From an optimization exercise on the open Yosys and OpenROAD flow, aimed at small area, a short achievable clock period and few clock cycles per item; shortcuts taken in it are not production practice.
At most, simulation tests tie the RTL to the original design; equivalence was not proved.

## run A
## CPU
module CPU(
				clk,
			  rst_n,
		   IO_stall,
         awid_m_inf,
       awaddr_m_inf,
       awsize_m_inf,
      awburst_m_inf,
        awlen_m_inf,
      awvalid_m_inf,
      awready_m_inf,
        wdata_m_inf,
        wlast_m_inf,
       wvalid_m_inf,
       wready_m_inf,
          bid_m_inf,
        bresp_m_inf,
       bvalid_m_inf,
       bready_m_inf,
         arid_m_inf,
       araddr_m_inf,
        arlen_m_inf,
       arsize_m_inf,
      arburst_m_inf,
      arvalid_m_inf,
      arready_m_inf, 
          rid_m_inf,
        rdata_m_inf,
        rresp_m_inf,
        rlast_m_inf,
       rvalid_m_inf,
       rready_m_inf 
);
Size: roughly 5700 cells after synthesis, roughly 230 I/O pins, roughly 61000 um^2 of cells after synthesis.
export LEC_CHECK = 0
export CAP_MARGIN = 20
export CORE_MARGIN = 2
export CORE_UTILIZATION = 62.0
export CTS_CLUSTER_DIAMETER = 120
export CTS_CLUSTER_SIZE = 24
export PLACE_DENSITY = 0.75
export SETUP_SLACK_MARGIN = 5
export SLEW_MARGIN = 20
create_clock -name core_clock -period 10.0 [get_ports {clk}]
standard.sh (not shown) runs the stock make flow with config.mk's settings and CLKGATE_MAP_FILE= SYNTH_SCRIPT=/design/flow/synth_recipe.tcl, a recipe that flattens the netlist after the stock synthesis.
==> flow/flow/run.sh <==
#!/bin/bash
# Standard layout, with timing repair aiming for a larger setup margin.
set -euo pipefail
bash standard.sh SETUP_SLACK_MARGIN=6 finish > standard_flow.log 2>&1
The following lists how run B was set up differently from run A:
--- a/flow/design.v
+++ b/flow/design.v
@@ -259,21 +259,21 @@
 reg  [32:0] t0, b0, t1, b1;      
 reg  [66:0] acc;
 wire [32:0] t_sel = dt_buf ? t1 : t0;
 wire [32:0] b_sel = dt_buf ? b1 : b0;
 wire [16:0] ch_a  = dt_ha ? t_sel[32:16] : {1'b0, t_sel[15:0]};
 wire [16:0] ch_b  = dt_hb ? b_sel[32:16] : {1'b0, b_sel[15:0]};
 wire dt_issue = dt_on & (dt_ph == 3'd0) & ~dt_sat;
 wire [32:0] x_new;
 bkadd33 u_minor (.a(mq), .b(~mp[32:0]), .ci(1'b1), .s(x_new));
 wire [66:0] acc_sum;
-bkadd67 u_acc (.a(acc), .b(mp), .ci(1'b0), .s(acc_sum));
+ksadd #(67, 7) u_acc (.a(acc), .b(mp), .ci(1'b0), .s(acc_sum));
 wire        sat_ok  = (&acc[66:15]) | ~(|acc[66:15]);
 wire [15:0] det_res = sat_ok ? acc[15:0] : (acc[66] ? 16'h8000 : 16'h7fff);
 reg  [10:0] dm_addr;       
 reg         d_arvalid;
 reg         la1_v;         
 reg  [10:0] la1;
 reg  [1:0]  ld_cnt;        
 reg  [3:0]  ld_tag0, ld_tag1;
 reg         md_v;          
 reg  [15:0] md;
Findings:
Looking at startpoint of the worst setup timing path, the p_tag[1]$_DFF_P_ result is from run A; the bd_neg[0]$_DFF_P_ one comes from run B.
Across both runs, average wire length per cell after detail routing was lower for run B than for run A.
Relative to run A, final worst slack has gone up in run B.
Number of vias after detailed routing delta for run B relative to run A: 760 higher
Cell count | run B above run A
Comparing run B and run A, the higher critical path depth in cells is on run B.
Run B vs run A: inverter count up
[compare] base=run A new=run B: design area about even.
Testbench counts of run B, summed over its fixed seeds: cycles 38,604, instructions 12,000.
Only the layout flow was run in run A; the RTL was not checked for function there.

--- another note on this design; it stands on its own ---

Setup of run 1:
## CPU
module CPU(
				clk,
			  rst_n,
		   IO_stall,
         awid_m_inf,
       awaddr_m_inf,
       awsize_m_inf,
      awburst_m_inf,
        awlen_m_inf,
      awvalid_m_inf,
      awready_m_inf,
        wdata_m_inf,
        wlast_m_inf,
       wvalid_m_inf,
       wready_m_inf,
          bid_m_inf,
        bresp_m_inf,
       bvalid_m_inf,
       bready_m_inf,
         arid_m_inf,
       araddr_m_inf,
        arlen_m_inf,
       arsize_m_inf,
      arburst_m_inf,
      arvalid_m_inf,
      arready_m_inf, 
          rid_m_inf,
        rdata_m_inf,
        rresp_m_inf,
        rlast_m_inf,
       rvalid_m_inf,
       rready_m_inf 
);
clock: 10.0 ns
lec_check: 0
cap_margin: 20
core_margin: 2
core_utilization: 55.0
setup_slack_margin: 5
slew_margin: 20
tns_end_percent: 10
standard.sh (not shown) runs the stock make flow with config.mk's settings and CLKGATE_MAP_FILE= SYNTH_SCRIPT=/design/flow/synth_recipe.tcl, a recipe that flattens the netlist after the stock synthesis.
==> flow/flow/run.sh <==
#!/bin/bash
# Standard layout, with timing repair aiming for a larger setup margin.
set -euo pipefail
bash standard.sh SETUP_SLACK_MARGIN=6 finish > standard_flow.log 2>&1
Testbench counts of run 1, summed over its fixed seeds: cycles 38,604, instructions 12,000.
Changes in run 2 relative to run 1:
- PLACE_DENSITY now 0.5, previously not set
- TNS_END_PERCENT no longer set, was 10
--- outcome ---
Every run (run 2 and run 1) finished clean. Run 1 → run 2: post-CTS repair timing setup buffer count higher, post-route non-filler standard cell count went up. Going from run 1 to run 2, hold slack shrinks by 0.0035 ns. On detailed placer's ending HPWL, run 1 beats run 2. A busiest layer in global routing of met2 is what run 2 shows, while met1 belongs to run 1. In the final reports, the cell area of run 2 is larger than that of run 1.
Changes in run 3 relative to run 2:
- CTS_CLUSTER_DIAMETER newly set to 120
- CORE_UTILIZATION changed from 55.0 to 66.0
- CTS_CLUSTER_SIZE newly set to 24
- PLACE_DENSITY changed from 0.5 to 0.78
--- outcome ---
- Run 3 ends up with a effective utilization at floorplan that is 11 points higher than in run 2.
- Looking at total global routing track utilization across run 2 and run 3, the one that comes out lower is run 2.
- Run 3 against run 2: wire length on met3 rose 18%; sum of routed wire length over all layers now smaller; sequential fraction of total cell area grew by 2.0 points; post-route standard cell area excluding fillers decreased 3400 sq um; number of cell rows down 11.
- Run 2 and run 3 ended up with nearly the same final number of setup-violating endpoints.
- [run 3] worst path setup slack after routing fell 0.0071 ns relative to run 2
Here is what was changed in the inputs of run 4 compared with run 3.
- a change of CTS_CLUSTER_SIZE from 24 to 20
- a change of PLACE_DENSITY from 0.78 to 0.7
- a change of CORE_UTILIZATION from 66.0 to 55.0
Results
Compared with run 3, run 4 shows a lower via-per-instance ratio.
Cmp run 4 vs run 3: final critical delay including setup and external delays higher in run 4
Run 4 vs. run 3: global router's overall resource usage went down by 6.1 points.
[compare] base=run 3 new=run 4: footprint of the flip-flops and latches closely matched the old numbers.
Re setup slack after layout: run 4 is 0.031 ns down on run 3.
Lower post-place instance area goes to run 3 over run 4.
Run 4 vs run 3 — design area climbed slightly
Run 4 finished every stage and its layout cleared the timing, design-rule and antenna checks.

[what the ideal ports hide]
No port has a modelled driver above. Below, the same layouts with a new extraction and two added sets of constraints. Step 1 (the two cells are an assumption about what drives the block):
set clk [get_ports {clk}]
set_driving_cell -lib_cell sky130_fd_sc_hd__clkbuf_16 $clk
set_driving_cell -lib_cell sky130_fd_sc_hd__buf_2 [delete_from_list [all_inputs] $clk]
Step 2 moves the port delays by t, midway between the first and last clock arrival at a register: inputs arrive t later, outputs are due t later. That takes back most of the time a late clock gives input paths. Three values: ideal ports, drivers, drivers and shift; two values: the first two.
run	t (ns)	setup slack, ns	hold slack, ns	clock arrival spread, ns	cell pins on the clock port's net
run A	0.756	5.751 / 5.751 / 5.319	0.334 / 0.334 / 0.334	0.034 / 0.034	1
run B	0.753	6.020 / 6.020 / 5.414	0.336 / 0.336 / 0.336	0.038 / 0.038	1
run 1	0.800	5.749 / 5.749 / 5.332	0.328 / 0.328 / 0.328	0.038 / 0.038	1
run 2	0.786	5.984 / 5.984 / 5.303	0.324 / 0.324 / 0.324	0.035 / 0.035	1
run 3	0.736	5.977 / 5.984 / 5.288	0.330 / 0.330 / 0.330	0.052 / 0.053	1
run 4	0.780	5.946 / 5.946 / 5.347	0.327 / 0.327 / 0.327	0.056 / 0.057	1
After both steps every run listed still meets setup and hold. The setup slack of run 3, which loses most, moves by +0.007 ns with the drivers and by -0.689 ns with both steps.
